From an optimization exercise on the open Yosys and OpenROAD flow, aimed at small area; shortcuts taken in it are not production practice.
RTL that was checked went through simulation tests only; none was proved equivalent to the original.
Power is estimated from default activity; no workload was simulated.

== oak ==
==> flow/design.v (excerpt) <==
module decodeAndMap(drawX, drawY, drawColour, WE, resetn, clock, shapeselect, inputColour, vs_n, rotateX, rotateY, rotateZ, invert, pitch, roll, yaw, doneShape);
export LEC_CHECK = 0
export CAP_MARGIN = 30
export CORE_MARGIN = 2
export CORE_UTILIZATION = 65
export CTS_BUF_LIST = sky130_fd_sc_hd__clkbuf_16
export CTS_CLUSTER_DIAMETER = 50
export CTS_CLUSTER_SIZE = 36
export SLEW_MARGIN = 20
create_clock -name core_clock -period 12.0 [get_ports {clock}]
run.sh (not shown) runs the stock make flow with config.mk's settings and CLKGATE_MAP_FILE= SYNTH_SCRIPT=/design/flow/synth_recipe.tcl, a recipe that flattens the netlist after the stock synthesis.
Modified inputs, pine compared to oak
- changing CTS_CLUSTER_SIZE from 36 to 30
- changing CTS_CLUSTER_DIAMETER from 50 to 100
- setting ABC_AREA to 1 for the first time
- changing CTS_BUF_LIST from sky130_fd_sc_hd__clkbuf_16 to sky130_fd_sc_hd__clkbuf_4 sky130_fd_sc_hd__clkbuf_8 sky130_fd_sc_hd__clkbuf_16
Against oak, netlist area before placement in pine fell slightly.
Number of H-tree levels is higher on oak
pine — fill cell total of the finished layout 101 higher, oak as reference
Relative to oak, the final cell area reported for pine is lower.
Compared with oak, pine shows final period utilization higher by 0.21 points.
For birch, these inputs were changed with respect to pine:
- CTS_CLUSTER_DIAMETER now 40, was 100
- ABC_AREA no longer set, was 1
- CTS_CLUSTER_SIZE now 40, was 30
- CTS_BUF_LIST now sky130_fd_sc_hd__clkbuf_16, was sky130_fd_sc_hd__clkbuf_4 sky130_fd_sc_hd__clkbuf_8 sky130_fd_sc_hd__clkbuf_16
==> comparison <==
Total power deteriorates in birch relative to pine. birch ended with every stage complete and zero timing, DRC or antenna violations. Total routing resource utilization after global routing on birch is up relative to pine. Higher worst path buffer plus inverter count goes to pine over birch. Wire length the detailed router placed on met1 | birch above pine. Diff pine..birch | sequential cell count | unchanged. Of pine and birch, the run reporting the higher area growth from synthesis to layout was birch. Taking pine as the reference, in birch first-pass GRT wire length shows an increase of 4.7%, number of levels the H-tree was split into higher. Peak per-stage delay on the critical path in birch is 0.02 ns lower than in pine.
Input-level comparison between maple and birch:
- CTS_CLUSTER_SIZE now 25, was 40
- CTS_BUF_LIST now sky130_fd_sc_hd__clkbuf_8 sky130_fd_sc_hd__clkbuf_16, was sky130_fd_sc_hd__clkbuf_16
- CTS_CLUSTER_DIAMETER now 60, was 40
==> comparison <==
- [maple vs birch] multi-input gate share of the layout cell area: higher in maple
- Of maple and birch, the run reporting the lower internal power component was maple.
- maple vs. birch: post-layout net count has decreased; sequential element share of the synthesized area level; total wirelength of the detailed-routed design lost about 6%; clock edge transition at the registers on the reported setup and hold paths now sits at about the same level.
- Re hold slack: maple and birch aren't equal, and the higher value belongs to maple.
- Between birch and maple, the flow reports amount of wire on met2 after detailed routing decreasing by a little under 10%.
- Compared with birch, in maple final area now sits lower, total power now sits lower.
- The proportion of power drawn by combinational gates in maple sits 0.2 points above the value recorded for birch.
No run of this note included a check of the RTL's function; only the layout flow was run.

---

decodeAndMap, a different RTL version from the one above (not shown whole).
For scale: about 690 flip-flops.
## decodeAndMap
module decodeAndMap(drawX, drawY, drawColour, WE, resetn, clock, shapeselect, inputColour, vs_n, rotateX, rotateY, rotateZ, invert, pitch, roll, yaw, doneShape);
    input clock, resetn, vs_n, invert, rotateX, rotateY, rotateZ;
    input [1:0] shapeselect;
    input [2:0] inputColour;
    output [8:0] drawX, drawY;
    output [2:0] drawColour;
    output WE;
    output [7:0] pitch, roll, yaw;
    output doneShape;
    function [12:0] rca;
        input [11:0] a, b;
        input ci;
        integer k;
        reg c;
        begin
            c = ci;
            for (k = 0; k < 12; k = k + 1) begin
                rca[k] = a[k] ^ b[k] ^ c;
                c = (a[k] & b[k]) | (a[k] & c) | (b[k] & c);
            end
            rca[12] = c;
        end
    endfunction
    localparam S_CLEAR = 4'd0, S_PAIR = 4'd1, S_W1 = 4'd2, S_W2 = 4'd3,
               S_NEG = 4'd4, S_SWP = 4'd5, S_DRAW = 4'd6, S_ROTW = 4'd7,
               S_ROT = 4'd8, S_WAIT = 4'd9, S_WAIT2 = 4'd10, S_DONE = 4'd11;
    reg [3:0] st;
    reg [1:0] shp;
    reg lvs_n;
    wire restart = ~resetn | (shapeselect != shp);
    reg [3:0] bi, wi;
    wire bend = (bi == 4'd15);
    wire wend = (wi == 4'd11);
    reg load;
    reg [191:0] rx, ry, rz;
    reg [6:0] pq;
    wire [2:0] pa = pq[6:4], pb = pq[3:1];
    wire [2:0] vbit;
    wire edge_ab, ey;
  ...
Settings: LEC_CHECK=0, ABC_AREA=1, CAP_MARGIN=30, CORE_MARGIN=2, CORE_UTILIZATION=70, CTS_BUF_LIST=sky130_fd_sc_hd__clkbuf_16, CTS_CLUSTER_DIAMETER=100, CTS_CLUSTER_SIZE=30, SLEW_MARGIN=20; clock period 12.0 ns.
The starting point completed with no timing, DRC or antenna violations.
Then changed:
--- a/flow/config.mk
+++ b/flow/config.mk
@@ -7,3 +7,2 @@
 export LEC_CHECK = 0
-export ABC_AREA = 1
 export CAP_MARGIN = 30
What happened:
- critical path depth shrinks by 1
- core utilization shrinks by 0.21 points
- via count shrinks by 2.4%
Then changed:
--- a/flow/config.mk
+++ b/flow/config.mk
@@ -9,3 +9,3 @@
 export CORE_MARGIN = 2
-export CORE_UTILIZATION = 70
+export CORE_UTILIZATION = 72
 export CTS_BUF_LIST = sky130_fd_sc_hd__clkbuf_16
Outcome: The new run completed without violations; clock power stays flat; setup slack gets better by 0.013 ns; final area is about the same.
Then changed:
--- a/flow/config.mk
+++ b/flow/config.mk
@@ -9,6 +9,6 @@
 export CORE_MARGIN = 2
-export CORE_UTILIZATION = 72
+export CORE_UTILIZATION = 70
 export CTS_BUF_LIST = sky130_fd_sc_hd__clkbuf_16
 export CTS_CLUSTER_DIAMETER = 100
-export CTS_CLUSTER_SIZE = 30
+export CTS_CLUSTER_SIZE = 31
 export SLEW_MARGIN = 20
Effect: Global-route usage came out lower by 1.5 points. Power came out lower slightly. Wire length came out lower by a few percent. Synthesized area stays the same. Worst hold slack gains 0.0064 ns. Register-to-register slack gains 0.05 ns. Cell area is about the same. Fmax barely changes. Count of clock-buffer cells in the layout came out lower by 1. Worst setup slack loses 0.012 ns. Combinational power came out lower by a few percent.

[afterwards: timing with drivers on the ports]
Ports are ideal in the flow. The routed layouts listed here were re-timed in OpenROAD.
Step 1 (the two cells are an assumption about what drives the block):
set clk [get_ports {clock}]
set_driving_cell -lib_cell sky130_fd_sc_hd__clkbuf_16 $clk
set_driving_cell -lib_cell sky130_fd_sc_hd__buf_2 [delete_from_list [all_inputs] $clk]
Step 2 adds t to the input delays and takes it off the output delays; t is the mean of the earliest and latest rising clock arrival at the registers after step 1. Input paths then give back, and output paths get back, about the clock's delay inside the block.
a / b / c = no drivers / after step 1 / after step 2; a / b = the first two.
run | shift t [ns] | slack for setup (ns) | latest minus earliest clock arrival (ns) | pins driven straight from the clock port
oak | 0.600 | 6.068 / 6.043 / 6.043 | 0.077 / 0.077 | 1
pine | 0.609 | 6.043 / 6.013 / 6.013 | 0.030 / 0.031 | 1
birch | 0.619 | 6.069 / 6.045 / 6.045 | 0.066 / 0.065 | 1
maple | 0.585 | 6.071 / 6.046 / 6.046 | 0.031 / 0.031 | 1
the first run of note 2 | 0.626 | 6.068 / 6.046 / 6.046 | 0.025 / 0.026 | 1
the second run of note 2 | 0.643 | 6.098 / 6.067 / 6.067 | 0.029 / 0.028 | 1
the third run of note 2 | 0.631 | 6.111 / 6.084 / 6.084 | 0.023 / 0.022 | 1
the fourth run of note 2 | 0.641 | 6.098 / 6.067 / 6.067 | 0.028 / 0.027 | 1
After both steps every run listed still meets setup and hold.
